What follows belongs to an exercise in optimizing a design on an open flow for small area; a production flow would make more cautious choices. Function was checked by simulation only, so behaviour that the tests miss may differ from the original. Power figures rest on the tool's default switching activity, not on a simulated workload.

$ cat flow/flow/run.sh
#!/bin/bash
# Own layout flow: the standard flow, except that synthesis maps the logic with an
# area-only ABC script (flow/abc_area.script) and the port buffers are buf_1 cells.
set -euo pipefail
here=$(pwd)
rm -rf scripts_own
cp -r "$FLOW_HOME/scripts" scripts_own
cp flow/abc_area.script scripts_own/abc_area.script
bash standard.sh SCRIPTS_DIR="$here/scripts_own" synth > synth.log 2>&1
bash standard.sh "BUFFER_PORTS_ARGS=-buffer_cell sky130_fd_sc_hd__buf_1" finish > layout.log 2>&1
$ cat flow/flow/abc_area.script
strash
dch
map -a
strash
dch
map -a
strash
dch
map -a
topo
$ cat flow/standard.sh
#!/bin/bash
# synth_recipe.tcl (not shown) runs the flow's synth.tcl, then flattens the netlist and writes it again
# the make line also repeats each setting of config.mk as NAME=value (left out here)
make -C /OpenROAD-flow-scripts/flow DESIGN_CONFIG=/design/flow/config.mk WORK_HOME=/design/flow/orfs CLKGATE_MAP_FILE= SYNTH_SCRIPT=/design/flow/synth_recipe.tcl "${@:-finish}"
$ cat flow/config.mk
export PLATFORM = sky130hd
export DESIGN_NAME = inv_kin
export DESIGN_NICKNAME = inv_kin
export VERILOG_FILES = /design/flow/design.v
export SDC_FILE = /design/flow/constraint.sdc
export NUM_CORES = 8
export LEC_CHECK = 0
export ABC_AREA = 1
export CAP_MARGIN = 20
export CORE_MARGIN = 2
export CORE_UTILIZATION = 22
export CTS_BUF_LIST = sky130_fd_sc_hd__clkbuf_16
export CTS_CLUSTER_DIAMETER = 100
export CTS_CLUSTER_SIZE = 16
export SLEW_MARGIN = 20
export SYNTH_MEMORY_MAX_BITS = 131072
$ cat flow/constraint.sdc
create_clock -name core_clock -period 20.0 [get_ports {clock}]
set_input_delay 4.0000 -clock core_clock [delete_from_list [all_inputs] [get_ports {clock}]]
set_output_delay 4.0000 -clock core_clock [all_outputs]
set_load 0.01 [all_outputs]
$ cat flow/design.v
module coef_rom(ix, fsel, k, d, r);
  input [9:0] ix;
  input [1:0] fsel;
  input [2:0] k;
  output reg [33:0] d;
  output [6:0] r;
  reg [5:0] seg;
  reg [6:0] msk;
  reg [2:0] shl;
  wire [6:0] rm = ix[6:0] & msk;
  assign r = rm << shl;
  always @(*) begin
    seg = 6'd0; msk = 7'd0; shl = 3'd0;
    case (fsel)
      2'd0: begin
        casez (ix)
          10'b000???????: begin seg = 6'd0; msk = 7'd127; shl = 3'd0; end
          10'b001???????: begin seg = 6'd1; msk = 7'd127; shl = 3'd0; end
          10'b0100??????: begin seg = 6'd2; msk = 7'd63; shl = 3'd1; end
          10'b0101??????: begin seg = 6'd3; msk = 7'd63; shl = 3'd1; end
          10'b0110??????: begin seg = 6'd4; msk = 7'd63; shl = 3'd1; end
          10'b0111??????: begin seg = 6'd5; msk = 7'd63; shl = 3'd1; end
          10'b1000??????: begin seg = 6'd6; msk = 7'd63; shl = 3'd1; end
          10'b1001??????: begin seg = 6'd7; msk = 7'd63; shl = 3'd1; end
          10'b1010??????: begin seg = 6'd8; msk = 7'd63; shl = 3'd1; end
          10'b1011??????: begin seg = 6'd9; msk = 7'd63; shl = 3'd1; end
          10'b11000?????: begin seg = 6'd10; msk = 7'd31; shl = 3'd2; end
          10'b11001?????: begin seg = 6'd11; msk = 7'd31; shl = 3'd2; end
          10'b11010?????: begin seg = 6'd12; msk = 7'd31; shl = 3'd2; end
          10'b11011?????: begin seg = 6'd13; msk = 7'd31; shl = 3'd2; end
          10'b11100?????: begin seg = 6'd14; msk = 7'd31; shl = 3'd2; end
          10'b111010????: begin seg = 6'd15; msk = 7'd15; shl = 3'd3; end
          10'b111011????: begin seg = 6'd16; msk = 7'd15; shl = 3'd3; end
          10'b111100????: begin seg = 6'd17; msk = 7'd15; shl = 3'd3; end
          10'b111101????: begin seg = 6'd18; msk = 7'd15; shl = 3'd3; end
          10'b1111100???: begin seg = 6'd19; msk = 7'd7; shl = 3'd4; end
          10'b1111101???: begin seg = 6'd20; msk = 7'd7; shl = 3'd4; end
          10'b1111110???: begin seg = 6'd21; msk = 7'd7; shl = 3'd4; end
          10'b11111110??: begin seg = 6'd22; msk = 7'd3; shl = 3'd5; end
          10'b11111111??: begin seg = 6'd23; msk = 7'd3; shl = 3'd5; end
          default: begin seg = 6'd0; msk = 7'd0; end
        endcase
      end
      2'd1: begin
        casez (ix)
          10'b000???????: begin seg = 6'd0; msk = 7'd127; shl = 3'd0; end
          10'b001???????: begin seg = 6'd1; msk = 7'd127; shl = 3'd0; end
          10'b010???????: begin seg = 6'd2; msk = 7'd127; shl = 3'd0; end
          10'b011000????: begin seg = 6'd3; msk = 7'd15; shl = 3'd3; end
          10'b011001????: begin seg = 6'd4; msk = 7'd15; shl = 3'd3; end
          10'b01101?????: begin seg = 6'd5; msk = 7'd31; shl = 3'd2; end
          10'b0111??????: begin seg = 6'd6; msk = 7'd63; shl = 3'd1; end
          10'b1000??????: begin seg = 6'd7; msk = 7'd63; shl = 3'd1; end
          10'b1001??????: begin seg = 6'd8; msk = 7'd63; shl = 3'd1; end
          10'b10100?????: begin seg = 6'd9; msk = 7'd31; shl = 3'd2; end
          10'b10101?????: begin seg = 6'd10; msk = 7'd31; shl = 3'd2; end
          10'b1011??????: begin seg = 6'd11; msk = 7'd63; shl = 3'd1; end
          10'b110???????: begin seg = 6'd12; msk = 7'd127; shl = 3'd0; end
          default: begin seg = 6'd0; msk = 7'd0; end
        endcase
      end
      2'd2: begin
        casez (ix)
          10'b000???????: begin seg = 6'd0; msk = 7'd127; shl = 3'd0; end
          10'b0010??????: begin seg = 6'd1; msk = 7'd63; shl = 3'd1; end
          10'b0011??????: begin seg = 6'd2; msk = 7'd63; shl = 3'd1; end
          10'b01000?????: begin seg = 6'd3; msk = 7'd31; shl = 3'd2; end
          10'b01001?????: begin seg = 6'd4; msk = 7'd31; shl = 3'd2; end
          10'b0101??????: begin seg = 6'd5; msk = 7'd63; shl = 3'd1; end
          10'b011???????: begin seg = 6'd6; msk = 7'd127; shl = 3'd0; end
          10'b1000??????: begin seg = 6'd7; msk = 7'd63; shl = 3'd1; end
          10'b10010?????: begin seg = 6'd8; msk = 7'd31; shl = 3'd2; end
          10'b10011?????: begin seg = 6'd9; msk = 7'd31; shl = 3'd2; end
          10'b1010??????: begin seg = 6'd10; msk = 7'd63; shl = 3'd1; end
          10'b1011??????: begin seg = 6'd11; msk = 7'd63; shl = 3'd1; end
          10'b110???????: begin seg = 6'd12; msk = 7'd127; shl = 3'd0; end
          default: begin seg = 6'd0; msk = 7'd0; end
        endcase
      end
      default: ;
    endcase
  end
  reg [33:0] ck0;
  always @(*) begin
    case ({fsel, seg})
      {2'd0, 6'd0}: ck0 = 34'h108300;
      {2'd0, 6'd1}: ck0 = 34'h101b6600;
      {2'd0, 6'd2}: ck0 = 34'h2068ca00;
      {2'd0, 6'd3}: ck0 = 34'h28bfd600;
      {2'd0, 6'd4}: ck0 = 34'h3145c700;
      {2'd0, 6'd5}: ck0 = 34'h3a082c00;
      {2'd0, 6'd6}: ck0 = 34'h43185300;
      {2'd0, 6'd7}: ck0 = 34'h4c8bb000;
      {2'd0, 6'd8}: ck0 = 34'h567fb000;
      {2'd0, 6'd9}: ck0 = 34'h611e0000;
      {2'd0, 6'd10}: ck0 = 34'h6ca5ff00;
      {2'd0, 6'd11}: ck0 = 34'h72e00000;
      {2'd0, 6'd12}: ck0 = 34'h79820400;
      {2'd0, 6'd13}: ck0 = 34'h80a90000;
      {2'd0, 6'd14}: ck0 = 34'h8881a000;
      {2'd0, 6'd15}: ck0 = 34'h91580000;
      {2'd0, 6'd16}: ck0 = 34'h964b2800;
      {2'd0, 6'd17}: ck0 = 34'h9bbfee00;
      {2'd0, 6'd18}: ck0 = 34'ha1ecd800;
      {2'd0, 6'd19}: ck0 = 34'ha93b5000;
      {2'd0, 6'd20}: ck0 = 34'had963000;
      {2'd0, 6'd21}: ck0 = 34'hb2c3d000;
      {2'd0, 6'd22}: ck0 = 34'hb98fe000;
      {2'd0, 6'd23}: ck0 = 34'hbe7a8000;
      {2'd1, 6'd0}: ck0 = 34'h10100;
      {2'd1, 6'd1}: ck0 = 34'hf65900;
      {2'd1, 6'd2}: ck0 = 34'h1af6100;
      {2'd1, 6'd3}: ck0 = 34'h1fecb00;
      {2'd1, 6'd4}: ck0 = 34'h1fffc00;
      {2'd1, 6'd5}: ck0 = 34'h1ff3300;
      {2'd1, 6'd6}: ck0 = 34'h1f7a100;
      {2'd1, 6'd7}: ck0 = 34'h1d12700;
      {2'd1, 6'd8}: ck0 = 34'h18dc100;
      {2'd1, 6'd9}: ck0 = 34'h1319f00;
      {2'd1, 6'd10}: ck0 = 34'hfc0600;
      {2'd1, 6'd11}: ck0 = 34'hc27e00;
      {2'd1, 6'd12}: ck0 = 34'h474800;
      {2'd2, 6'd0}: ck0 = 34'h2000100;
      {2'd2, 6'd1}: ck0 = 34'h1c0d900;
      {2'd2, 6'd2}: ck0 = 34'h175f300;
      {2'd2, 6'd3}: ck0 = 34'h113cd00;
      {2'd2, 6'd4}: ck0 = 34'hdbdc00;
      {2'd2, 6'd5}: ck0 = 34'ha08000;
      {2'd2, 6'd6}: ck0 = 34'h233a00;
      {2'd2, 6'd7}: ck0 = 34'h3ff2a0800;
      {2'd2, 6'd8}: ck0 = 34'h3febd9a00;
      {2'd2, 6'd9}: ck0 = 34'h3fe8e8a00;
      {2'd2, 6'd10}: ck0 = 34'h3fe653900;
      {2'd2, 6'd11}: ck0 = 34'h3fe266200;
      {2'd2, 6'd12}: ck0 = 34'h3fe04fe00;
      default: ck0 = 34'h0;
    endcase
  end
  reg [33:0] ck1;
  always @(*) begin
    case ({fsel, seg})
      {2'd0, 6'd0}: ck1 = 34'h1fffed00;
      {2'd0, 6'd1}: ck1 = 34'h2040da00;
      {2'd0, 6'd2}: ck1 = 34'h10877800;
      {2'd0, 6'd3}: ck1 = 34'h10d83000;
      {2'd0, 6'd4}: ck1 = 34'h1141e000;
      {2'd0, 6'd5}: ck1 = 34'h11ccc000;
      {2'd0, 6'd6}: ck1 = 34'h127a4f00;
      {2'd0, 6'd7}: ck1 = 34'h135b8000;
      {2'd0, 6'd8}: ck1 = 34'h14828000;
      {2'd0, 6'd9}: ck1 = 34'h160cd500;
      {2'd0, 6'd10}: ck1 = 34'hc1ae800;
      {2'd0, 6'd11}: ck1 = 34'hcd62000;
      {2'd0, 6'd12}: ck1 = 34'hdbe2000;
      {2'd0, 6'd13}: ck1 = 34'heee6000;
      {2'd0, 6'd14}: ck1 = 34'h10920000;
      {2'd0, 6'd15}: ck1 = 34'h97ee000;
      {2'd0, 6'd16}: ck1 = 34'ha5ac000;
      {2'd0, 6'd17}: ck1 = 34'hb8b4000;
      {2'd0, 6'd18}: ck1 = 34'hd46e000;
      {2'd0, 6'd19}: ck1 = 34'h8270000;
      {2'd0, 6'd20}: ck1 = 34'h96e0000;
      {2'd0, 6'd21}: ck1 = 34'hb938000;
      {2'd0, 6'd22}: ck1 = 34'h84b8000;
      {2'd0, 6'd23}: ck1 = 34'hd100000;
      {2'd1, 6'd0}: ck1 = 34'h1fffc00;
      {2'd1, 6'd1}: ck1 = 34'h1c0e700;
      {2'd1, 6'd2}: ck1 = 34'h113e000;
      {2'd1, 6'd3}: ck1 = 34'h46c00;
      {2'd1, 6'd4}: ck1 = 34'h7900;
      {2'd1, 6'd5}: ck1 = 34'h3fff8da00;
      {2'd1, 6'd6}: ck1 = 34'h3ffd1e300;
      {2'd1, 6'd7}: ck1 = 34'h3ff94f100;
      {2'd1, 6'd8}: ck1 = 34'h3ff5ec800;
      {2'd1, 6'd9}: ck1 = 34'h3ff996b00;
      {2'd1, 6'd10}: ck1 = 34'h3ff90a100;
      {2'd1, 6'd11}: ck1 = 34'h3ff133700;
      {2'd1, 6'd12}: ck1 = 34'h3fe03e000;
      {2'd2, 6'd0}: ck1 = 34'h3ffff0f00;
      {2'd2, 6'd1}: ck1 = 34'h3ff84e500;
      {2'd2, 6'd2}: ck1 = 34'h3ff512b00;
      {2'd2, 6'd3}: ck1 = 34'h3ff942f00;
      {2'd2, 6'd4}: ck1 = 34'h3ff8c8600;
      {2'd2, 6'd5}: ck1 = 34'h3ff0cfb00;
      {2'd2, 6'd6}: ck1 = 34'h3fe014100;
      {2'd2, 6'd7}: ck1 = 34'h3ff176900;
      {2'd2, 6'd8}: ck1 = 34'h3ff9ca400;
      {2'd2, 6'd9}: ck1 = 34'h3ffa74300;
      {2'd2, 6'd10}: ck1 = 34'h3ff673300;
      {2'd2, 6'd11}: ck1 = 34'h3ff9ec000;
      {2'd2, 6'd12}: ck1 = 34'h3ffb8a000;
      default: ck1 = 34'h0;
    endcase
  end
  reg [33:0] ck2;
  always @(*) begin
    case ({fsel, seg})
      {2'd0, 6'd0}: ck2 = 34'h8000;
      {2'd0, 6'd1}: ck2 = 34'h840000;
      {2'd0, 6'd2}: ck2 = 34'h450000;
      {2'd0, 6'd3}: ck2 = 34'h5f0000;
      {2'd0, 6'd4}: ck2 = 34'h7e0000;
      {2'd0, 6'd5}: ck2 = 34'h970000;
      {2'd0, 6'd6}: ck2 = 34'hc87800;
      {2'd0, 6'd7}: ck2 = 34'h1010000;
      {2'd0, 6'd8}: ck2 = 34'h14c0000;
      {2'd0, 6'd9}: ck2 = 34'h1c3fc00;
      {2'd0, 6'd10}: ck2 = 34'ha64000;
      {2'd0, 6'd11}: ck2 = 34'hc40000;
      {2'd0, 6'd12}: ck2 = 34'h1000000;
      {2'd0, 6'd13}: ck2 = 34'h1560000;
      {2'd0, 6'd14}: ck2 = 34'h1d60000;
      {2'd0, 6'd15}: ck2 = 34'hb00000;
      {2'd0, 6'd16}: ck2 = 34'hfe0000;
      {2'd0, 6'd17}: ck2 = 34'h15c0000;
      {2'd0, 6'd18}: ck2 = 34'h22a0000;
      {2'd0, 6'd19}: ck2 = 34'he00000;
      {2'd0, 6'd20}: ck2 = 34'h15a0000;
      {2'd0, 6'd21}: ck2 = 34'h2800000;
      {2'd0, 6'd22}: ck2 = 34'h2000000;
      {2'd0, 6'd23}: ck2 = 34'h3fac00000;
      {2'd1, 6'd0}: ck2 = 34'hc00;
      {2'd1, 6'd1}: ck2 = 34'h3ff849600;
      {2'd1, 6'd2}: ck2 = 34'h3ff27ac00;
      {2'd1, 6'd3}: ck2 = 34'h3fffbf800;
      {2'd1, 6'd4}: ck2 = 34'h3fffc9600;
      {2'd1, 6'd5}: ck2 = 34'h3ffefd000;
      {2'd1, 6'd6}: ck2 = 34'h3ffc0da00;
      {2'd1, 6'd7}: ck2 = 34'h3ffc69f00;
      {2'd1, 6'd8}: ck2 = 34'h3ffce4600;
      {2'd1, 6'd9}: ck2 = 34'h3fff55c00;
      {2'd1, 6'd10}: ck2 = 34'h3fff7d500;
      {2'd1, 6'd11}: ck2 = 34'h3ffe77c00;
      {2'd1, 6'd12}: ck2 = 34'h3fff00000;
      {2'd2, 6'd0}: ck2 = 34'h3feffb200;
      {2'd2, 6'd1}: ck2 = 34'h3ffc77000;
      {2'd2, 6'd2}: ck2 = 34'h3ffd10200;
      {2'd2, 6'd3}: ck2 = 34'h3fff72d00;
      {2'd2, 6'd4}: ck2 = 34'h3fff89000;
      {2'd2, 6'd5}: ck2 = 34'h3ffeb6b00;
      {2'd2, 6'd6}: ck2 = 34'h3ffede500;
      {2'd2, 6'd7}: ck2 = 34'h1af700;
      {2'd2, 6'd8}: ck2 = 34'h9c600;
      {2'd2, 6'd9}: ck2 = 34'hc3000;
      {2'd2, 6'd10}: ck2 = 34'h338200;
      {2'd2, 6'd11}: ck2 = 34'h3b7200;
      {2'd2, 6'd12}: ck2 = 34'h1000000;
      default: ck2 = 34'h0;
    endcase
  end
  reg [33:0] ck3;
  always @(*) begin
    case ({fsel, seg})
      {2'd0, 6'd0}: ck3 = 34'h5600;
      {2'd0, 6'd1}: ck3 = 34'h6000;
      {2'd0, 6'd2}: ck3 = 34'h1000;
      {2'd0, 6'd3}: ck3 = 34'h1000;
      {2'd0, 6'd4}: ck3 = 34'h1000;
      {2'd0, 6'd5}: ck3 = 34'h2000;
      {2'd0, 6'd6}: ck3 = 34'h2000;
      {2'd0, 6'd7}: ck3 = 34'h3000;
      {2'd0, 6'd8}: ck3 = 34'h5000;
      {2'd0, 6'd9}: ck3 = 34'h8400;
      {2'd0, 6'd10}: ck3 = 34'h1800;
      {2'd0, 6'd11}: ck3 = 34'h3000;
      {2'd0, 6'd12}: ck3 = 34'h4000;
      {2'd0, 6'd13}: ck3 = 34'h6000;
      {2'd0, 6'd14}: ck3 = 34'hc000;
      {2'd0, 6'd15}: ck3 = 34'h4000;
      {2'd0, 6'd16}: ck3 = 34'h4000;
      {2'd0, 6'd17}: ck3 = 34'h8000;
      {2'd0, 6'd18}: ck3 = 34'h10000;
      {2'd0, 6'd19}: ck3 = 34'h8000;
      {2'd0, 6'd20}: ck3 = 34'h10000;
      {2'd0, 6'd21}: ck3 = 34'h30000;
      {2'd0, 6'd22}: ck3 = 34'h20000;
      {2'd0, 6'd23}: ck3 = 34'h2e0000;
      {2'd1, 6'd0}: ck3 = 34'h3ffa7c400;
      {2'd1, 6'd1}: ck3 = 34'h3ffb4f900;
      {2'd1, 6'd2}: ck3 = 34'h3ffd37e00;
      {2'd1, 6'd4}: ck3 = 34'h3fffc8000;
      {2'd1, 6'd5}: ck3 = 34'h8000;
      {2'd1, 6'd6}: ck3 = 34'h2eb00;
      {2'd1, 6'd7}: ck3 = 34'h1c000;
      {2'd1, 6'd8}: ck3 = 34'h74000;
      {2'd1, 6'd9}: ck3 = 34'h4c000;
      {2'd1, 6'd10}: ck3 = 34'h19c00;
      {2'd1, 6'd11}: ck3 = 34'ha7000;
      {2'd2, 6'd0}: ck3 = 34'he700;
      {2'd2, 6'd1}: ck3 = 34'h66000;
      {2'd2, 6'd2}: ck3 = 34'h82000;
      {2'd2, 6'd3}: ck3 = 34'h18000;
      {2'd2, 6'd4}: ck3 = 34'h20000;
      {2'd2, 6'd5}: ck3 = 34'hb9000;
      {2'd2, 6'd6}: ck3 = 34'h57a900;
      {2'd2, 6'd7}: ck3 = 34'h90a00;
      {2'd2, 6'd8}: ck3 = 34'h15c00;
      {2'd2, 6'd10}: ck3 = 34'h58000;
      {2'd2, 6'd11}: ck3 = 34'h30000;
      default: ck3 = 34'h0;
    endcase
  end
  reg [33:0] ck4;
  always @(*) begin
    case ({fsel, seg})
      {2'd1, 6'd0}: ck4 = 34'h600;
      {2'd1, 6'd1}: ck4 = 34'hd00;
      {2'd1, 6'd2}: ck4 = 34'h1200;
      {2'd1, 6'd4}: ck4 = 34'h480;
      {2'd1, 6'd7}: ck4 = 34'h440;
      {2'd1, 6'd9}: ck4 = 34'h3fffffc00;
      {2'd2, 6'd0}: ck4 = 34'h1480;
      {2'd2, 6'd5}: ck4 = 34'h3ffffff00;
      {2'd2, 6'd6}: ck4 = 34'h3fffffc00;
      default: ck4 = 34'h0;
    endcase
  end
  always @(*) begin
    case (k)
      3'd0: d = ck0;
      3'd1: d = ck1;
      3'd2: d = ck2;
      3'd3: d = ck3;
      3'd4: d = ck4;
      default: d = 34'h0;
    endcase
  end
endmodule
module inv_kin(x, y, theta1, theta2, clock, rst);
  input  [31:0] x, y;
  output [31:0] theta1, theta2;
  input  clock;
  input  rst;
  localparam FA = 8;                        
  localparam [33:0] K265  = 34'd265 << 15;  
  localparam [33:0] K11   = 34'd11 << 15;
  localparam [33:0] MAGIC = 34'd4067204;    
  localparam [33:0] KAC1  = 34'd13177048;   
  localparam [33:0] KAC2  = 34'd13176792;   
  localparam [7:0] T_X2   = 8'd1;     
  localparam [7:0] T_SX   = 8'd17;
  localparam [7:0] T_Y2   = 8'd18;    
  localparam [7:0] T_SUM  = 8'd34;
  localparam [7:0] T_SUBK = 8'd35;
  localparam [7:0] T_ABSM = 8'd36;
  localparam [7:0] T_MG   = 8'd37;    
  localparam [7:0] T_E1   = 8'd48;    
  localparam [7:0] T_AC   = 8'd63;
  localparam [7:0] T_E2   = 8'd64;    
  localparam [7:0] T_S12  = 8'd84;    
  localparam [7:0] T_PX   = 8'd87;    
  localparam [7:0] T_E3   = 8'd103;   
  localparam [7:0] T_P1   = 8'd123;   
  localparam [7:0] T_PY   = 8'd126;   
  localparam [7:0] T_N    = 8'd142;   
  localparam [7:0] T_DIV  = 8'd144;   
  localparam [7:0] T_E4   = 8'd183;   
  localparam [7:0] T_END  = 8'd198;
  reg [31:0] xd, yd;
  reg [7:0]  t;
  reg [33:0] acc;
  reg [31:0] mq;
  reg        bc;
  reg [30:0] s, py;
  reg [9:0]  ix;
  reg [16:0] th2;
  reg        sgn2, ssg, pxs, pys, nsg;
  wire chg = (x != xd) | (y != yd);
  assign theta2 = {15'd0, th2};
  assign theta1 = {nsg, 15'd0, acc[FA+15:FA]};
  wire [30:0] e16 = {acc[13:0], mq[31:15]};
  localparam A_ACC = 3'd0, A_ZERO = 3'd1, A_ACC31 = 3'd2, A_E16 = 3'd3,
             A_TDIV = 3'd4, A_KAC1 = 3'd5, A_KAC2 = 3'd6, A_K11 = 3'd7;
  localparam X_ZERO = 4'd0, X_X = 4'd1, X_Y = 4'd2, X_MAGIC = 4'd3, X_ROM = 4'd4,
             X_MQ = 4'd5, X_MQM = 4'd6, X_PY = 4'd7, X_S = 4'd8, X_ACC = 4'd9,
             X_ACCM = 4'd10, X_K265 = 4'd11;
  localparam C_HOLD = 3'd0, C_SUM = 3'd1, C_BOOTH = 3'd2, C_DIV = 3'd3, C_CLR = 3'd4;
  localparam M_HOLD = 3'd0, M_BOOTH = 3'd1, M_SUM = 3'd2, M_SUM10 = 3'd3, M_ACC = 3'd4, M_SHL = 3'd5;
  reg [2:0] a_sel;
  reg [3:0] x_sel;
  reg       two_c, inv_c;      
  reg       booth;             
  reg       use_r;             
  reg [2:0] acc_op, mq_op;
  reg [1:0] fsel;
  reg [2:0] kc;
  reg       ld_s_acc, ld_py, ld_ix_mg, ld_ix_ac, div_step, ld_th2;
  reg       bc_clr;
  wire in_e1 = (t >= T_E1) && (t < T_E1 + 8'd15);
  wire in_e2 = (t >= T_E2) && (t < T_E2 + 8'd20);
  wire in_e3 = (t >= T_E3) && (t < T_E3 + 8'd20);
  wire in_e4 = (t >= T_E4) && (t < T_E4 + 8'd15);
  wire in_ev = in_e1 | in_e2 | in_e3 | in_e4;
  wire quart = in_e2 | in_e3;
  reg [1:0] est;
  reg [2:0] epos;
  wire sa = ~pxs;
  wire sb = pys;
  wire same = (sa == sb);
  always @(*) begin
    a_sel = A_ACC; x_sel = X_ZERO; two_c = 1'b0; inv_c = 1'b0;
    booth = 1'b0; use_r = 1'b0; acc_op = C_SUM; mq_op = M_HOLD;
    fsel = in_e1 | in_e4 ? 2'd0 : in_e2 ? 2'd1 : 2'd2;
    kc = 2'd3;
    ld_s_acc = 1'b0; ld_py = 1'b0; ld_ix_mg = 1'b0; ld_ix_ac = 1'b0;
    div_step = 1'b0; ld_th2 = 1'b0; bc_clr = 1'b0;
    if (t == 8'd0) begin
      a_sel = A_ZERO; x_sel = X_X; mq_op = M_SUM; acc_op = C_CLR; bc_clr = 1'b1;
    end else if (t >= T_X2 && t < T_X2 + 8'd16) begin
      booth = 1'b1; x_sel = X_X; acc_op = C_BOOTH; mq_op = M_BOOTH;
    end else if (t == T_SX) begin
      ld_py = 1'b1; a_sel = A_ZERO; x_sel = X_Y; mq_op = M_SUM; acc_op = C_CLR; bc_clr = 1'b1;
    end else if (t >= T_Y2 && t < T_Y2 + 8'd16) begin
      booth = 1'b1; x_sel = X_Y; acc_op = C_BOOTH; mq_op = M_BOOTH;
    end else if (t == T_SUM) begin
      a_sel = A_E16; x_sel = X_PY; acc_op = C_SUM;
    end else if (t == T_SUBK) begin
      ld_s_acc = 1'b1; a_sel = A_ACC31; x_sel = X_K265; inv_c = 1'b1; acc_op = C_SUM;
    end else if (t == T_ABSM) begin
      if (acc[33]) begin a_sel = A_ZERO; x_sel = X_ACC; inv_c = 1'b1; end
      else begin a_sel = A_ACC; x_sel = X_ZERO; end
      mq_op = M_SUM10; acc_op = C_CLR; bc_clr = 1'b1;
    end else if (t >= T_MG && t < T_MG + 8'd11) begin
      booth = 1'b1; x_sel = X_MAGIC; acc_op = C_BOOTH; mq_op = M_BOOTH;
      if (t == T_MG + 8'd10) ld_ix_mg = 1'b1;
    end else if (in_ev) begin
      kc = (quart ? 3'd4 : 3'd3) - {1'b0, est} - ((epos == 3'd0) ? 3'd1 : 3'd0);
      if (epos == 3'd0) begin
        a_sel = A_ZERO; x_sel = X_ROM; acc_op = C_SUM;
        if (est != 2'd0) mq_op = M_ACC;
        if (in_e3 && est == 2'd0) ld_py = 1'b1;
      end else begin
        booth = 1'b1; use_r = 1'b1; acc_op = C_BOOTH;
        x_sel = (est == 2'd0) ? X_ROM : X_MQ;
      end
    end else if (t == T_AC) begin
      ld_th2 = 1'b1; ld_ix_ac = 1'b1;
      if (sgn2) begin a_sel = A_KAC2; x_sel = X_ACC; end
      else begin a_sel = A_KAC1; x_sel = X_ACC; inv_c = 1'b1; end
    end else if (t == T_S12) begin
      mq_op = M_ACC; a_sel = A_ZERO; x_sel = X_ACCM; inv_c = acc[33]; acc_op = C_SUM;
    end else if (t == T_S12 + 8'd1) begin
      a_sel = A_ACC; x_sel = X_MQM; two_c = 1'b1; inv_c = ssg; acc_op = C_SUM;
    end else if (t == T_S12 + 8'd2) begin
      a_sel = A_ACC; x_sel = X_ZERO; mq_op = M_SUM; acc_op = C_CLR; bc_clr = 1'b1;
    end else if (t >= T_PX && t < T_PX + 8'd16) begin
      booth = 1'b1; x_sel = X_X; acc_op = C_BOOTH; mq_op = M_BOOTH;
    end else if (t == T_P1) begin
      mq_op = M_ACC; a_sel = A_K11; x_sel = X_ACCM; acc_op = C_SUM;
    end else if (t == T_P1 + 8'd1) begin
      a_sel = A_ACC; x_sel = X_MQM; two_c = 1'b1; acc_op = C_SUM;
    end else if (t == T_P1 + 8'd2) begin
      if (acc[33]) begin a_sel = A_ZERO; x_sel = X_ACC; inv_c = 1'b1; end
      else begin a_sel = A_ACC; x_sel = X_ZERO; end
      mq_op = M_SUM; acc_op = C_CLR; bc_clr = 1'b1;
    end else if (t >= T_PY && t < T_PY + 8'd16) begin
      booth = 1'b1; x_sel = X_Y; acc_op = C_BOOTH; mq_op = M_BOOTH;
    end else if (t == T_N) begin
      a_sel = A_E16; x_sel = X_PY; inv_c = ~same; acc_op = C_SUM;
    end else if (t == T_N + 8'd1) begin
      if (same) begin a_sel = A_ACC31; x_sel = X_ZERO; end
      else if (acc[33]) begin a_sel = A_ZERO; x_sel = X_ACC; inv_c = 1'b1; end
      else begin a_sel = A_ACC; x_sel = X_ZERO; end
      mq_op = M_SUM; acc_op = C_CLR;
    end else if (t >= T_DIV && t < T_DIV + 8'd39) begin
      a_sel = A_TDIV; x_sel = X_S; inv_c = 1'b1; acc_op = C_DIV; mq_op = M_SHL; div_step = 1'b1;
    end
  end
  wire [33:0] rom_d;
  wire [6:0]  rom_r;
  coef_rom u_rom(.ix(ix), .fsel(fsel), .k(kc), .d(rom_d), .r(rom_r));
  wire [7:0] rr = {1'b0, rom_r};
  reg  [2:0] rw;
  always @(*) begin
    case (epos)
      3'd1: rw = {rr[1:0], 1'b0};
      3'd2: rw = rr[3:1];
      3'd3: rw = rr[5:3];
      default: rw = rr[7:5];
    endcase
  end
  wire [2:0] bw = use_r ? rw : {mq[1], mq[0], bc};
  wire b_zero = (bw == 3'b000) | (bw == 3'b111);
  wire b_two  = (bw == 3'b011) | (bw == 3'b100);
  wire b_neg  = bw[2];
  reg [33:0] xv;
  always @(*) begin
    case (x_sel)
      X_X:     xv = {3'd0, xd[30:0]};
      X_Y:     xv = {3'd0, yd[30:0]};
      X_MAGIC: xv = MAGIC;
      X_ROM:   xv = rom_d;
      X_MQ:    xv = {{2{mq[31]}}, mq};
      X_MQM:   xv = {{2{mq[31]}}, mq[31:2], 2'b00};
      X_PY:    xv = {3'd0, py};
      X_S:     xv = {3'd0, s};
      X_ACC:   xv = acc;
      X_ACCM:  xv = {acc[33:2], 2'b00};
      X_K265:  xv = K265;
      default: xv = 34'd0;
    endcase
  end
  reg [33:0] av;
  always @(*) begin
    case (a_sel)
      A_ACC:   av = acc;
      A_ZERO:  av = 34'd0;
      A_ACC31: av = {3'd0, acc[30:0]};
      A_E16:   av = {3'd0, e16};
      A_TDIV:  av = {acc[32:0], mq[30]};
      A_KAC1:  av = KAC1;
      A_KAC2:  av = KAC2;
      default: av = K11;
    endcase
  end
  wire zero = booth ? b_zero : 1'b0;
  wire two  = booth ? b_two  : two_c;
  wire inv  = booth ? (b_neg & ~b_zero) : inv_c;
  wire [33:0] bv0 = zero ? 34'd0 : (two ? {xv[32:0], 1'b0} : xv);
  wire [33:0] bvx = bv0 ^ {34{inv}};
  wire [34:0] cy;
  wire [33:0] sum;
  assign cy[0] = inv;
  genvar gi;
  generate
    for (gi = 0; gi < 34; gi = gi + 1) begin : rca
      assign sum[gi] = av[gi] ^ bvx[gi] ^ cy[gi];
      assign cy[gi+1] = (av[gi] & bvx[gi]) | (cy[gi] & (av[gi] ^ bvx[gi]));
    end
  endgenerate
  wire qbit = ~sum[33] | (s == 31'd0);
  always @(posedge clock) begin
    xd <= x;
    yd <= y;
    if (rst | chg) t <= 8'd0;
    else if (t != T_END) t <= t + 8'd1;
    case (acc_op)
      C_BOOTH: acc <= {{2{sum[33]}}, sum[33:2]};
      C_DIV:   acc <= qbit ? sum : av;
      C_CLR:   acc <= 34'd0;
      default: acc <= sum;
    endcase
    case (mq_op)
      M_BOOTH: mq <= {sum[1:0], mq[31:2]};
      M_SUM:   mq <= sum[31:0];
      M_SUM10: mq <= {11'd0, sum[30:10]};
      M_ACC:   mq <= acc[31:0];
      M_SHL:   mq <= {mq[30:0], 1'b0};
      default: ;
    endcase
    if (booth & ~use_r) bc <= mq[1];
    else if (bc_clr) bc <= 1'b0;
    if (in_ev) begin
      epos <= (epos == 3'd4) ? 3'd0 : epos + 3'd1;
      if (epos == 3'd4) est <= est + 2'd1;
    end else begin
      epos <= 3'd0;
      est <= 2'd0;
    end
    if (ld_s_acc) s <= acc[30:0];
    if (ld_py) py <= e16;
    if (t == T_ABSM) sgn2 <= acc[33];
    if (t == T_S12) ssg <= acc[33];
    if (t == T_S12 + 8'd2) pxs <= ssg ^ xd[31];
    if (t == T_P1 + 8'd2) pys <= acc[33] ^ yd[31];
    if (t == T_N + 8'd1) begin
      if (same) nsg <= sa;
      else if (acc[33]) nsg <= sa;
      else nsg <= sb & (acc[30:0] != 31'd0);
    end
    if (ld_ix_mg) ix <= sum[16:7];
    else if (ld_ix_ac) ix <= sum[FA+16:FA+7];
    else if (div_step) ix <= {ix[8:0], qbit};
    if (ld_th2) th2 <= sum[FA+16:FA];
  end
endmodule
==> results.txt, run 1 <==
status=timing/DRC/antenna clean; Synth area leaders=edfxtp_1 22%, dfxtp_1 13%, nor2_1 8.3%; Mapped Area=17330 um^2; detailed router's first-iteration violation count=2969; Max Root-Sink Buffers=3; area leader, netlist=edfxtp_1; total gr overflow=0; depth of the CTS H-tree=1; Die Ht=284.7 um; delay-heaviest family, CP=adder cells; Vias/cell=5.683; IO Port Bufs=99; detailed-router iteration count before antenna repair=7; # DRC=0; Critical Path Slowest Stage Cell=edfxtp_1; Clock Skews=0.01475 ns; GP Congestion=1.058; Top-Level Pins=130; Post-Syn Instances=2311; element type at the critical path end=flip-flop; HPWL Detailed=81.57 mm; Slew Viols, Final=0; largest net degree at the start of global routing=54; met1 usage=31.75%; Worst Path Buf+Inv=19; worst endpoint required time=20.38 ns; GRT busiest layer=met2; Layout Nets=2646; pre-CTS setup slack=0.2216 ns; post-synthesis average cell area=7.499 um^2; Yosys cell types=46; Worst-Margin Slew=1.113 ns; crit-path max FO=22; CTS tree=done; Hold/Removal Path Class=flip-flop to flip-flop; root buffer cell=clkbuf_16; number of synthesized flops with an enable pin=127; drt total wl=105.5 mm; Rel. slew slack=25.65%; global-route wire length before repair=146.1 mm; Crit path arrival time=19.43 ns; Placed Instances=3540; f_max=0.05250 GHz; asr flop ratio synth=0%; Worst-Skew Late Latency=0.53 ns; final hold vios=0; crit-path most repeated cell=fa_1; Core Box Area=77720 um^2; Final period util=95.24%; WL/cell=29.39 um; Core Util, Final=26.19%; max_cap viols=0; setup TNS=0 ns; initial antenna violation count=4; share of the synthesized area in the top cell type=22.01%; Syn. warnings=2; synthesis-stage register bit count=238; critical path type=flip-flop to flip-flop; Setup-failing EPs final=0; die area=81030 um^2; clk sinks=238; initial core utilization=22.30%; top_reg_cell synth=edfxtp_1; min Tclk post-route=19.05 ns; met3 usage=4.599%; Post-DRT Antenna Nets=0; total power per unit cell area=46.53 nW/um^2; Fill cells=8676; Syn-to-layout area delta=17.44%; Rows=102; CTS buffer count=18; critical path's largest stage delay=0.47 ns; peak supply drop=0.04752 mV; startpoint class of the critical path=flip-flop; Global Route Usage Sum=24.86%; P_leak=7.541 nW; met2 GRT Util=38.80%; vias in the first global route=19000; post-synthesis sequential area ratio=34.83%; Die Wd=284.7 um; hold_ws=0.4779 ns; share of cells above drive strength 1=7.970%; non-filler cells in the finished layout=3588; clock transition at the registers of the reported paths=0.08 ns; fin worst setup slack=0.9522 ns; total number of vias=20390
[sequential cells by signal, summed over array words and instances, names as in the netlist]
register	count
mq	32
acc	34
sgn2	1
est	2
epos	3
t	8
nsg	1
pys	1
s	31
pxs	1
xd	32
yd	32
py	31
bc	1
ix	10
th2	17
ssg	1
[logic make-up (layout without fill, tap and decap cells)]
| kind of cell | count (synthesis) | count (layout) | synth area share (%) |
|---|---|---|---|
| AOI/OAI and AO/OA | 576 | 576 | 22.22 |
| xor gates and xnor gates | 86 | 86 | 4.346 |
| adders and majority gates | 44 | 44 | 4.649 |
| buffers and inverters | 383 | 589 | 9.313 |
| DFF | 238 | 238 | 34.83 |
| other | 1 | 31 | 0.02164 |
| and+or+nand+nor | 983 | 984 | 24.63 |
[metrics by stage]
step | cell area [um^2] | total power, mW
after global routing | 20350 | 0.9733
after floorplan | 17450 | 0.5786
after CTS | 20130 | 0.9521
final | 20350 | 0.9470
after detailed placement | 19620 | 0.6069
after global placement | 19620 | 0.6071
[worst reg2reg max path, delay by kind of cell (launching register included)]
kind                       cells  cell delay, ns
adders and majority gates     32           11.43
buffers and inverters         19            2.46
and+or+nand+nor               14            2.17
AOI/OAI and AO/OA             12            1.51
xor gates and xnor gates       4            0.83
DFF                            1            0.47
[Yosys cell counts (all sizes together) (3+ instances only)]
| cell | number |
|---|---|
| nand3 | 81 |
| nand4 | 88 |
| o31ai | 4 |
| dfxtp | 111 |
| nor2 | 385 |
| o21ai | 118 |
| o221ai | 55 |
| or2 | 13 |
| o2111ai | 11 |
| a211oi | 11 |
| o211ai | 31 |
| a21oi | 128 |
| o41ai | 24 |
| clkinv | 336 |
| xnor2 | 35 |
| nor3 | 71 |
| a22oi | 54 |
| a31oi | 13 |
| a221oi | 41 |
| xor2 | 51 |
| ha | 10 |
| fa | 34 |
| edfxtp | 127 |
| o22ai | 52 |
| a32o | 3 |
| a41oi | 5 |
| a2111oi | 9 |
| nor4 | 49 |
| buf | 47 |
| nand2 | 293 |
[per-layer routing]
metal  share of wire, %  vias to the layer above
met5              0.036                        -
met4                7.6                        6
met3                 10                      388
met2                 44                     1478
met1                 39                     9780
li1                   -                     8740
[final cells by class]
| cell class | instances | area [um^2] | share of cell area [%] |
|---|---|---|---|
| Inverter | 336 | 1269 | 6.234 |
| Timing Repair Buffer | 221 | 1292 | 6.351 |
| Sequential cell | 238 | 6038 | 29.67 |
| Tap cell | 1040 | 1301 | 6.394 |
| Timing Repair inverter | 1 | 5.005 | 0.02459 |
| Antenna cell | 1 | 2.502 | 0.01230 |
| Multi-Input combinational cell | 1720 | 9932 | 48.80 |
| Clock buffer | 18 | 450.4 | 2.213 |
| Clock inverter | 13 | 61.31 | 0.3012 |
[where the power goes]
part | internal, mW | switching [mW]
logic | 0.0227 | 0.0418
registers | 0.521 | 0.0126
clock network | 0.165 | 0.184
[timing repair]
action / in CTS / in global routing
hold buffers: 0 / 0
setup buffers: 0 / 14
resized for setup: 0 / 34
endpoints found under the setup margin: 0 / 35
[worst paths after layout]
path         cells after the start  slack [ns]       to    from
max                             81        0.95  acc[18]   ix[8]
min                              0        0.48    py[7]  mq[22]
max reg2reg                     81        0.95  acc[18]   ix[8]
min reg2reg                      0        0.48    py[7]  mq[22]
[layout by cell type, fill, tap and decap left out, types with 13 or more instances in the layout]
master and n:
nor2_1 374, o41ai_1 24, edfxtp_1 127, nand2_1 291, dfxtp_1 109, o22ai_1 52
xor2_1 51, conb_1 30, a21oi_1 127, a22oi_1 54, nand4_1 89, o21ai_0 117
nor3_1 64, a221oi_1 41, buf_1 99, clkinv_1 327, xnor2_1 35, nor4_1 49
fa_1 33, o221ai_1 55, buf_4 120, a31oi_1 13, o211ai_1 31, or2_2 13
clkbuf_16 18, nand3_1 79
==> run 2: changes to the inputs <==
==> flow/flow/abc_area.script (replaced) <==
strash
dch -f
amap -F 4 -A 4
strash
dch -f
amap -F 4 -A 4
strash
dch -f
amap -F 4 -A 4
topo
==> run 2 against run 1 <==
- critical endpoint is now acc[0]
- via count down 1.9%
- worst setup slack got worse by 0.00089 ns
- still clean
- largest cell class unchanged
- synthesized area fell by 3.7%
==> results.txt, run 2 <==
Layout Nets=2343; mux cell area share after synthesis=0%; total power per unit cell area=48.34 nW/um^2; Final period util=95.24%; P_leak=6.637 nW; largest family of logic cells by synthesized area=compound AO/OA/AOI/OAI gates; hold path startpoint=epos[0]; IO Port Bufs=99; Yosys cell types=52; Post-DRT Antenna Nets=0; Vias/cell=6.200; Worst-Margin Slew=1.162 ns; Top-Level Pins=130; WL/cell=31.46 um; complex-gate fraction of the synthesized area=30.65%; Global Route Usage Sum=25.00%; share of the synthesized area in the top cell type=22.85%; depth of the CTS H-tree=1; clk sinks=238; unrepaired setup endpoints after global routing=no; share of cells above drive strength 1=8.641%; reg2reg start=t[0]; setup TNS=0 ns; global-route wire length before repair=142.2 mm; Post-DP Area=19140 um^2; Max Root-Sink Buffers=3; initial antenna violation count=3; commonest non-fill, non-tap cell in the layout=nor2_1; Syn. warnings=2; crit-path most repeated cell=fa_2; synthesis-stage register bit count=238; Synth Area in XOR/XNOR=0.1574%; commonest non-fill, non-tap cells in the layout=261 x nor2_1, 224 x clkinv_1, 151 x o21ai_0; Core Box Area=75570 um^2; Top reg by flops=acc; clock transition at the registers of the reported paths=0.09 ns; Critical Path Slowest Stage Cell=o221ai_2; critical path type=flip-flop to flip-flop; asr flop ratio synth=0%; Hold-fix buffers, CTS=0; drt total wl=101.5 mm; Clock Skews=0.01947 ns; element type at the critical path end=flip-flop; GP Congestion=1.042; max reg flops=34; Syn-to-layout area delta=18.10%; post-synthesis average cell area=8.259 um^2; Rows=101; final hold vios=0; total gr overflow=0; Post-Syn Instances=2021; HPWL Detailed=76.47 mm; Rel. slew slack=21.72%; number of synthesized flops with an enable pin=127; Setup-failing EPs final=0; die area=78090 um^2; CTS tree=done; met3 wire len=11.16 mm; critical path's largest stage delay=0.53 ns; crit-path max FO=59; Post-Synth Simple-Gate Area=20.94%; worst endpoint required time=20.42 ns; detailed router's first-iteration violation count=3938; startpoint class of the critical path=flip-flop; fin area=19710 um^2; vias in the first global route=18820; area leader, netlist=edfxtp_1; Slew Viols, Final=0; Hold/Removal Path Class=flip-flop to flip-flop; top cells by count, synth=269 x nor2_1, 228 x clkinv_1, 157 x o21ai_0, 149 x o22ai_1, 127 x edfxtp_1; crit path from=t[0]; status=timing/DRC/antenna clean; total number of vias=20000; Worst-Skew Late Latency=0.54 ns; initial core utilization=22.09%; min Tclk post-route=19.05 ns; adder-cell share of the synthesized area=4.828%; detailed-router iteration count before antenna repair=11; Die Ht=279.4 um; max_cap viols=0; CTS buffer count=18; FF-to-FF path depth=73; met1 WL=37.08 mm; root buffer cell=clkbuf_16; Die Wd=279.4 um; largest net degree at the start of global routing=60; # DRC=0; Synth area leaders=edfxtp_1 23%, dfxtp_1 13%, nor2_1 6.0%; WL met2=44.28 mm; Mapped Area=16690 um^2; Crit path arrival time=19.47 ns; f_max=0.05250 GHz; peak supply drop=0.05042 mV; post-synthesis sequential area ratio=36.16%; worst hold path cell count=1; most frequent cell after synthesis=nor2_1; top_reg_cell synth=edfxtp_1; Max Used Layer=met5
-- run 2: changes by cell type after synthesis, sizes merged, moves of 27 or more --
cell	change
or4	+27
clkinv	-108
nand3	-52
nand2	-177
a21oi	-40
or3	+50
o22ai	+97
nand4	-59
xnor2	-32
nor2	-116
o21ai	+39
xor2	-51
a222oi	+83
-- run 2: path summary, 6_finish.rpt --
kind / end / slack (ns)
max: acc[0] / 0.95
max reg2reg: acc[0] / 0.95
min reg2reg: epos[0] / 0.48
min: epos[0] / 0.48
-- run 2: logic make-up (layout without fill, tap and decap cells) --
family          Yosys count  count (layout)
compound gates          732             732
simple gates            728             728
buf+inv                 275             470
flops                   238             238
fa+ha+maj                44              44
xor+xnor                  3               3
other cells               1              33
-- run 2: worst max-delay path, delay by kind of cell (launching register included) --
| kind | cells | cell delay, ns |
|---|---|---|
| DFF | 1 | 0.45 |
| buffers and inverters | 13 | 1.91 |
| AOI/OAI and AO/OA | 19 | 3.90 |
| adders and majority gates | 33 | 10.87 |
| and+or+nand+nor | 8 | 1.73 |
-- run 2: per-stage QoR --
stage | hold slack [ns] | power, mW | std cells | setup WS, ns | util, %
after floorplan | 0.4349 | 0.5785 | 2050 | 0.009630 | -
after global placement | 0.4534 | 0.6088 | 3188 | 0.7196 | 25.32
after detailed placement | 0.4642 | 0.6086 | 3188 | 0.5896 | 25.32
after CTS | 0.4830 | 0.9531 | 3220 | 0.5279 | 26.00
after global routing | 0.5038 | 0.9782 | 3223 | 0.03324 | 26.07
final | 0.4836 | 0.9528 | 3226 | 0.9514 | 26.08
-- run 2: layout make-up --
type	count	area, um^2
clock buffers	18	450.4
clock inverters	14	65.06
inverters	228	878.3
repair buffers	210	1206
fillers	8326	55860
multi-input cells	1537	9838
well taps	978	1224
diodes	3	7.507
flip-flops and latches	238	6042
-- run 2: layer usage --
metal  vias up  global-route usage (%)
li1       8445                       -
met1      9559                   30.77
met2      1559                   38.97
met3       431                   5.313
met4         6                   17.41
met5         -                  0.5629
-- run 2: power by group --
part	total (mW)	switching (mW)	internal (mW)
clock network	0.353	0.187	0.165
registers	0.533	0.0115	0.521
logic	0.0673	0.0452	0.0221
total	0.953	0.244	0.709
-- run 2: what timing repair did --
action	in CTS	in global routing
resized for setup	0	5
setup endpoints to repair	0	35
buffers inserted	0	1
==> run 3: changes to the inputs <==
--- a/flow/design.v
+++ b/flow/design.v
@@ -334,7 +334,7 @@
   localparam FA = 8;                        
   localparam [33:0] K265  = 34'd265 << 15;  
   localparam [33:0] K11   = 34'd11 << 15;
-  localparam [33:0] MAGIC = 34'd4067204;    
+  localparam [33:0] MAGIC = 34'd4067204 << 8;    
   localparam [33:0] KAC1  = 34'd13177048;   
   localparam [33:0] KAC2  = 34'd13176792;   
   localparam [7:0] T_X2   = 8'd1;     
@@ -364,7 +364,7 @@
   reg [30:0] s, py;
   reg [9:0]  ix;
   reg [16:0] th2;
-  reg        sgn2, ssg, pxs, pys, nsg;
+  reg        sgn2, pxs, pys, nsg;
   wire chg = (x != xd) | (y != yd);
   assign theta2 = {15'd0, th2};
   assign theta1 = {nsg, 15'd0, acc[FA+15:FA]};
@@ -397,74 +397,118 @@
   wire sa = ~pxs;
   wire sb = pys;
   wire same = (sa == sb);
+  localparam [4:0] P_INIT = 5'd0, P_X2 = 5'd1, P_SX = 5'd2, P_Y2 = 5'd3, P_SUM = 5'd4, P_SUBK = 5'd5,
+                   P_ABSM = 5'd6, P_MG = 5'd7, P_EV = 5'd8, P_AC = 5'd9, P_S12A = 5'd10, P_S12B = 5'd11,
+                   P_S12C = 5'd12, P_PX = 5'd13, P_P1A = 5'd14, P_P1B = 5'd15, P_P1C = 5'd16, P_PY = 5'd17,
+                   P_N = 5'd18, P_N1 = 5'd19, P_DIV = 5'd20, P_IDLE = 5'd21;
+  reg [4:0] ph;
+  always @(*) begin
+    if (t == 8'd0) ph = P_INIT;
+    else if (t < T_SX) ph = P_X2;
+    else if (t == T_SX) ph = P_SX;
+    else if (t < T_SUM) ph = P_Y2;
+    else if (t == T_SUM) ph = P_SUM;
+    else if (t == T_SUBK) ph = P_SUBK;
+    else if (t == T_ABSM) ph = P_ABSM;
+    else if (t < T_E1) ph = P_MG;
+    else if (t < T_AC) ph = P_EV;
+    else if (t == T_AC) ph = P_AC;
+    else if (t < T_S12) ph = P_EV;
+    else if (t == T_S12) ph = P_S12A;
+    else if (t == T_S12 + 8'd1) ph = P_S12B;
+    else if (t == T_S12 + 8'd2) ph = P_S12C;
+    else if (t < T_E3) ph = P_PX;
+    else if (t < T_P1) ph = P_EV;
+    else if (t == T_P1) ph = P_P1A;
+    else if (t == T_P1 + 8'd1) ph = P_P1B;
+    else if (t == T_P1 + 8'd2) ph = P_P1C;
+    else if (t < T_N) ph = P_PY;
+    else if (t == T_N) ph = P_N;
+    else if (t == T_N + 8'd1) ph = P_N1;
+    else if (t < T_E4) ph = P_DIV;
+    else if (t < T_END) ph = P_EV;
+    else ph = P_IDLE;
+  end
   always @(*) begin
     a_sel = A_ACC; x_sel = X_ZERO; two_c = 1'b0; inv_c = 1'b0;
     booth = 1'b0; use_r = 1'b0; acc_op = C_SUM; mq_op = M_HOLD;
     fsel = in_e1 | in_e4 ? 2'd0 : in_e2 ? 2'd1 : 2'd2;
-    kc = 2'd3;
+    kc = 3'd3;
     ld_s_acc = 1'b0; ld_py = 1'b0; ld_ix_mg = 1'b0; ld_ix_ac = 1'b0;
     div_step = 1'b0; ld_th2 = 1'b0; bc_clr = 1'b0;
-    if (t == 8'd0) begin
-      a_sel = A_ZERO; x_sel = X_X; mq_op = M_SUM; acc_op = C_CLR; bc_clr = 1'b1;
-    end else if (t >= T_X2 && t < T_X2 + 8'd16) begin
-      booth = 1'b1; x_sel = X_X; acc_op = C_BOOTH; mq_op = M_BOOTH;
-    end else if (t == T_SX) begin
-      ld_py = 1'b1; a_sel = A_ZERO; x_sel = X_Y; mq_op = M_SUM; acc_op = C_CLR; bc_clr = 1'b1;
-    end else if (t >= T_Y2 && t < T_Y2 + 8'd16) begin
-      booth = 1'b1; x_sel = X_Y; acc_op = C_BOOTH; mq_op = M_BOOTH;
-    end else if (t == T_SUM) begin
-      a_sel = A_E16; x_sel = X_PY; acc_op = C_SUM;
-    end else if (t == T_SUBK) begin
-      ld_s_acc = 1'b1; a_sel = A_ACC31; x_sel = X_K265; inv_c = 1'b1; acc_op = C_SUM;
-    end else if (t == T_ABSM) begin
-      if (acc[33]) begin a_sel = A_ZERO; x_sel = X_ACC; inv_c = 1'b1; end
-      else begin a_sel = A_ACC; x_sel = X_ZERO; end
-      mq_op = M_SUM10; acc_op = C_CLR; bc_clr = 1'b1;
-    end else if (t >= T_MG && t < T_MG + 8'd11) begin
-      booth = 1'b1; x_sel = X_MAGIC; acc_op = C_BOOTH; mq_op = M_BOOTH;
-      if (t == T_MG + 8'd10) ld_ix_mg = 1'b1;
-    end else if (in_ev) begin
-      kc = (quart ? 3'd4 : 3'd3) - {1'b0, est} - ((epos == 3'd0) ? 3'd1 : 3'd0);
-      if (epos == 3'd0) begin
-        a_sel = A_ZERO; x_sel = X_ROM; acc_op = C_SUM;
-        if (est != 2'd0) mq_op = M_ACC;
-        if (in_e3 && est == 2'd0) ld_py = 1'b1;
-      end else begin
-        booth = 1'b1; use_r = 1'b1; acc_op = C_BOOTH;
-        x_sel = (est == 2'd0) ? X_ROM : X_MQ;
-      end
-    end else if (t == T_AC) begin
-      ld_th2 = 1'b1; ld_ix_ac = 1'b1;
-      if (sgn2) begin a_sel = A_KAC2; x_sel = X_ACC; end
-      else begin a_sel = A_KAC1; x_sel = X_ACC; inv_c = 1'b1; end
-    end else if (t == T_S12) begin
-      mq_op = M_ACC; a_sel = A_ZERO; x_sel = X_ACCM; inv_c = acc[33]; acc_op = C_SUM;
-    end else if (t == T_S12 + 8'd1) begin
-      a_sel = A_ACC; x_sel = X_MQM; two_c = 1'b1; inv_c = ssg; acc_op = C_SUM;
-    end else if (t == T_S12 + 8'd2) begin
-      a_sel = A_ACC; x_sel = X_ZERO; mq_op = M_SUM; acc_op = C_CLR; bc_clr = 1'b1;
-    end else if (t >= T_PX && t < T_PX + 8'd16) begin
-      booth = 1'b1; x_sel = X_X; acc_op = C_BOOTH; mq_op = M_BOOTH;
-    end else if (t == T_P1) begin
-      mq_op = M_ACC; a_sel = A_K11; x_sel = X_ACCM; acc_op = C_SUM;
-    end else if (t == T_P1 + 8'd1) begin
-      a_sel = A_ACC; x_sel = X_MQM; two_c = 1'b1; acc_op = C_SUM;
-    end else if (t == T_P1 + 8'd2) begin
-      if (acc[33]) begin a_sel = A_ZERO; x_sel = X_ACC; inv_c = 1'b1; end
-      else begin a_sel = A_ACC; x_sel = X_ZERO; end
-      mq_op = M_SUM; acc_op = C_CLR; bc_clr = 1'b1;
-    end else if (t >= T_PY && t < T_PY + 8'd16) begin
-      booth = 1'b1; x_sel = X_Y; acc_op = C_BOOTH; mq_op = M_BOOTH;
-    end else if (t == T_N) begin
-      a_sel = A_E16; x_sel = X_PY; inv_c = ~same; acc_op = C_SUM;
-    end else if (t == T_N + 8'd1) begin
-      if (same) begin a_sel = A_ACC31; x_sel = X_ZERO; end
-      else if (acc[33]) begin a_sel = A_ZERO; x_sel = X_ACC; inv_c = 1'b1; end
-      else begin a_sel = A_ACC; x_sel = X_ZERO; end
-      mq_op = M_SUM; acc_op = C_CLR;
-    end else if (t >= T_DIV && t < T_DIV + 8'd39) begin
-      a_sel = A_TDIV; x_sel = X_S; inv_c = 1'b1; acc_op = C_DIV; mq_op = M_SHL; div_step = 1'b1;
-    end
+    case (ph)
+      P_INIT: begin
+        a_sel = A_ZERO; x_sel = X_X; mq_op = M_SUM; acc_op = C_CLR; bc_clr = 1'b1;
+      end
+      P_X2, P_PX: begin
+        booth = 1'b1; x_sel = X_X; acc_op = C_BOOTH; mq_op = M_BOOTH;
+      end
+      P_SX: begin
+        ld_py = 1'b1; a_sel = A_ZERO; x_sel = X_Y; mq_op = M_SUM; acc_op = C_CLR; bc_clr = 1'b1;
+      end
+      P_Y2, P_PY: begin
+        booth = 1'b1; x_sel = X_Y; acc_op = C_BOOTH; mq_op = M_BOOTH;
+      end
+      P_SUM: begin
+        a_sel = A_E16; x_sel = X_PY;
+      end
+      P_SUBK: begin
+        ld_s_acc = 1'b1; a_sel = A_ACC31; x_sel = X_K265; inv_c = 1'b1;
+      end
+      P_ABSM, P_P1C: begin
+        if (acc[33]) begin a_sel = A_ZERO; x_sel = X_ACC; inv_c = 1'b1; end
+        else begin a_sel = A_ACC; x_sel = X_ZERO; end
+        mq_op = (ph == P_ABSM) ? M_SUM10 : M_SUM; acc_op = C_CLR; bc_clr = 1'b1;
+      end
+      P_MG: begin
+        booth = 1'b1; x_sel = X_MAGIC; acc_op = C_BOOTH; mq_op = M_BOOTH;
+        if (t == T_MG + 8'd10) ld_ix_mg = 1'b1;
+      end
+      P_EV: begin
+        kc = (quart ? 3'd4 : 3'd3) - {1'b0, est} - ((epos == 3'd0) ? 3'd1 : 3'd0);
+        if (epos == 3'd0) begin
+          a_sel = A_ZERO; x_sel = X_ROM;
+          if (est != 2'd0) mq_op = M_ACC;
+          if (in_e3 && est == 2'd0) ld_py = 1'b1;
+        end else begin
+          booth = 1'b1; use_r = 1'b1; acc_op = C_BOOTH;
+          x_sel = (est == 2'd0) ? X_ROM : X_MQ;
+        end
+      end
+      P_AC: begin
+        ld_th2 = 1'b1; ld_ix_ac = 1'b1;
+        if (sgn2) begin a_sel = A_KAC2; x_sel = X_ACC; end
+        else begin a_sel = A_KAC1; x_sel = X_ACC; inv_c = 1'b1; end
+      end
+      P_S12A: begin
+        mq_op = M_ACC; a_sel = A_ZERO; x_sel = X_ACCM; inv_c = acc[33];
+      end
+      P_S12B: begin
+        a_sel = A_ACC; x_sel = X_MQM; two_c = 1'b1; inv_c = mq[31];
+      end
+      P_S12C: begin
+        a_sel = A_ACC; x_sel = X_ZERO; mq_op = M_SUM; acc_op = C_CLR; bc_clr = 1'b1;
+      end
+      P_P1A: begin
+        mq_op = M_ACC; a_sel = A_K11; x_sel = X_ACCM;
+      end
+      P_P1B: begin
+        a_sel = A_ACC; x_sel = X_MQM; two_c = 1'b1;
+      end
+      P_N: begin
+        a_sel = A_E16; x_sel = X_PY; inv_c = ~same;
+      end
+      P_N1: begin
+        if (same) begin a_sel = A_ACC31; x_sel = X_ZERO; end
+        else if (acc[33]) begin a_sel = A_ZERO; x_sel = X_ACC; inv_c = 1'b1; end
+        else begin a_sel = A_ACC; x_sel = X_ZERO; end
+        mq_op = M_SUM; acc_op = C_CLR;
+      end
+      P_DIV: begin
+        a_sel = A_TDIV; x_sel = X_S; inv_c = 1'b1; acc_op = C_DIV; mq_op = M_SHL; div_step = 1'b1;
+      end
+      default: ;
+    endcase
   end
   wire [33:0] rom_d;
   wire [6:0]  rom_r;
@@ -560,16 +604,14 @@
     if (ld_s_acc) s <= acc[30:0];
     if (ld_py) py <= e16;
     if (t == T_ABSM) sgn2 <= acc[33];
-    if (t == T_S12) ssg <= acc[33];
-    if (t == T_S12 + 8'd2) pxs <= ssg ^ xd[31];
+    if (t == T_S12 + 8'd2) pxs <= mq[31] ^ xd[31];
     if (t == T_P1 + 8'd2) pys <= acc[33] ^ yd[31];
     if (t == T_N + 8'd1) begin
       if (same) nsg <= sa;
       else if (acc[33]) nsg <= sa;
       else nsg <= sb & (acc[30:0] != 31'd0);
     end
-    if (ld_ix_mg) ix <= sum[16:7];
-    else if (ld_ix_ac) ix <= sum[FA+16:FA+7];
+    if (ld_ix_mg | ld_ix_ac) ix <= sum[FA+16:FA+7];
     else if (div_step) ix <= {ix[8:0], qbit};
     if (ld_th2) th2 <= sum[FA+16:FA];
   end
==> flow/flow/abc_area.script (replaced) <==
strash
dch -f
amap -F 4 -A 4
strash
dc2
dch -f
amap -F 4 -A 4
strash
dc2
dch -f
amap -F 4 -A 4
strash
dch -f
amap -F 4 -A 4
topo
==> run 3 against run 2 <==
- clock-buffer cell count unchanged
- via count shrank 1.8%
- wire length fell by 5.8%
- still clean
==> results.txt, run 3 <==
peak supply drop=0.04434 mV; top_reg_cell synth=edfxtp_1; global-route wire length before repair=135.6 mm; Rows=99; asr flop ratio synth=0%; # DRC=0; CTS tree=done; Syn. warnings=2; Post-Syn Instances=1982; share of the synthesized area in the top cell type=23.18%; largest net degree at the start of global routing=51; die area=76380 um^2; commonest non-fill, non-tap cell in the layout=nor2_1; synthesis-stage register bit count=237; f_max=0.05164 GHz; n_diodes=0; Post-DRT Antenna Nets=0; Vias/cell=6.179; detailed-router iteration count before antenna repair=12; clock transition at the registers of the reported paths=0.08 ns; Worst-Skew Late Latency=0.53 ns; WL/cell=30.08 um; initial antenna violation count=6; commonest non-fill, non-tap cells in the layout=261 x nor2_1, 251 x clkinv_1, 130 x o21ai_0; critical path's largest stage delay=0.45 ns; Clock Skews=0.02598 ns; total power per unit cell area=48.78 nW/um^2; root buffer cell=clkbuf_16; most frequent cell after synthesis=nor2_1; final hold vios=0; share of cells above drive strength 1=10.23%; Setup-failing EPs final=0; Die Ht=276.4 um; Yosys cell types=52; max reg flops=34; Core Util, Final=26.72%; GP Congestion=1.079; total gr overflow=0; CTS buffer count=18; status=timing/DRC/antenna clean; critical path type=flip-flop to flip-flop; Max Root-Sink Buffers=3; detailed router's first-iteration violation count=3816; post-synthesis sequential area ratio=36.80%; HPWL Detailed=72.42 mm; post-synthesis average cell area=8.234 um^2; setup TNS=0 ns; total number of vias=19630; worst endpoint required time=20.42 ns; P_leak=6.777 nW; Layout Nets=2317; IO Port Bufs=99; element type at the critical path end=flip-flop; Worst Path Buf+Inv=19; Rel. slew slack=18.52%; initial core utilization=22.29%; Hold/Removal Path Class=flip-flop to flip-flop; Final period util=96.83%; startpoint class of the critical path=flip-flop; Top reg by flops=acc; Mapped Area=16320 um^2; Top-Level Pins=130; Worst-Margin Slew=1.209 ns; drt total wl=95.57 mm; Hold-fix buffers, CTS=0; Crit path arrival time=19.78 ns; depth of the CTS H-tree=1; clk sinks=237; top cells by count, synth=278 x nor2_1, 267 x clkinv_1, 136 x o21ai_0, 126 x edfxtp_1, 112 x o22ai_1; crit-path most repeated cell=fa_1; Slew Viols, Final=0; delay-heaviest family, CP=adder cells; min Tclk post-route=19.37 ns; crit-path max FO=11; area leader, netlist=edfxtp_1; Synth area leaders=edfxtp_1 23%, dfxtp_1 14%, nor2_1 6.4%; number of synthesized flops with an enable pin=126; vias in the first global route=18200; Die Wd=276.4 um; max_cap viols=0; Syn-to-layout area delta=19.86%; Global Route Usage Sum=23.88%; Critical Path Slowest Stage Cell=fa_1; Core Box Area=73210 um^2
run 3: kinds of logic after synthesis:
family	Yosys count	synth area share [%]
other	1	0.02298
AO/OA/AOI/OAI	680	29.31
flip-flops	237	36.80
buffers and inverters	314	8.303
AND/OR/NAND/NOR	704	20.52
adder cells (fa/ha/maj)	44	4.937
XOR/XNOR	2	0.1073
run 3: where the power goes:
part | internal, mW | switching (mW) | leakage (nW)
Combinational | 0.0223 | 0.0443 | 4.28
Clock | 0.165 | 0.189 | 0.291
Sequential | 0.519 | 0.0141 | 2.21
Total | 0.707 | 0.247 | 6.78
run 3: layout make-up:
cell class | count | area [um^2]
Clock inverter | 13 | 62.56
Multi-Input combinational cell | 1462 | 9504
Sequential cell | 237 | 6013
Inverter | 267 | 1040
Timing Repair Buffer | 221 | 1291
Clock buffer | 18 | 450.4
Fill cell | 7968 | 53650
Tap cell | 959 | 1200
run 3: per-layer routing:
metal | up-vias | share of wire (%) | routed length [um] | track usage [%]
li1 | 8193 | - | - | -
met1 | 9154 | 37 | 35230 | 30.45
met2 | 1825 | 42 | 40200 | 36.16
met3 | 450 | 14 | 13080 | 7.081
met4 | 8 | 7.3 | 7015 | 12.85
met5 | - | 0.048 | 46 | 0
run 3: final timing paths:
check,slack (ns),cells after the start,to,from
max,0.63,79,acc[6],t[1]
min,0.48,1,epos[0],epos[0]
max reg2reg,0.63,79,acc[6],t[1]
min reg2reg,0.48,1,epos[0],epos[0]
run 3: timing repair:
| action | in CTS | in global routing |
|---|---|---|
| setup buffers | 3 | 16 |
| pin swaps | 3 | 10 |
| gates resized for setup | 4 | 49 |
| setup endpoints to repair | 33 | 35 |
| cloned | 1 | 1 |
run 3: metrics by stage:
stage          cell area, um^2  instances  total power [mW]  worst slack [ns]  hold WS, ns
2_1_floorplan            16640       2011            0.5763          0.005320       0.4334
3_3_place_gp             18670       3125            0.6074            0.1656       0.4411
3_5_place_dp             18680       3125            0.6065           -0.1796       0.4436
4_1_cts                  19250       3160            0.9514          0.003904       0.4764
5_1_grt                  19560       3177            0.9741          -0.02820       0.4941
6_report                 19560       3177            0.9541            0.6347       0.4806

re-timing with driven ports:
How much do the figures lean on ideal ports? The routed layouts below were timed once more, with nothing changed but the port constraints.
Step 1 sets driving cells, clkbuf_16 on the clock port and buf_2 on the other inputs (assumed; they add their load-dependent delay and slew).
Step 2 adds t to the input delays and takes it off the output delays; t is the mean of the earliest and latest rising clock arrival at the registers after step 1. Input paths then give back, and output paths get back, about the clock's delay inside the block.
Three values: ideal, step 1, step 2; two values: the first two.
| run | t, ns | setup WS [ns] | worst setup path at the end |
|---|---|---|---|
| run 1 | 0.577 | 0.952 / 0.952 / 0.952 | register to register |
| run 2 | 0.581 | 0.951 / 0.951 / 0.951 | register to register |
| run 3 | 0.572 | 0.635 / 0.635 / 0.635 | register to register |
After both steps every run listed still meets setup and hold.
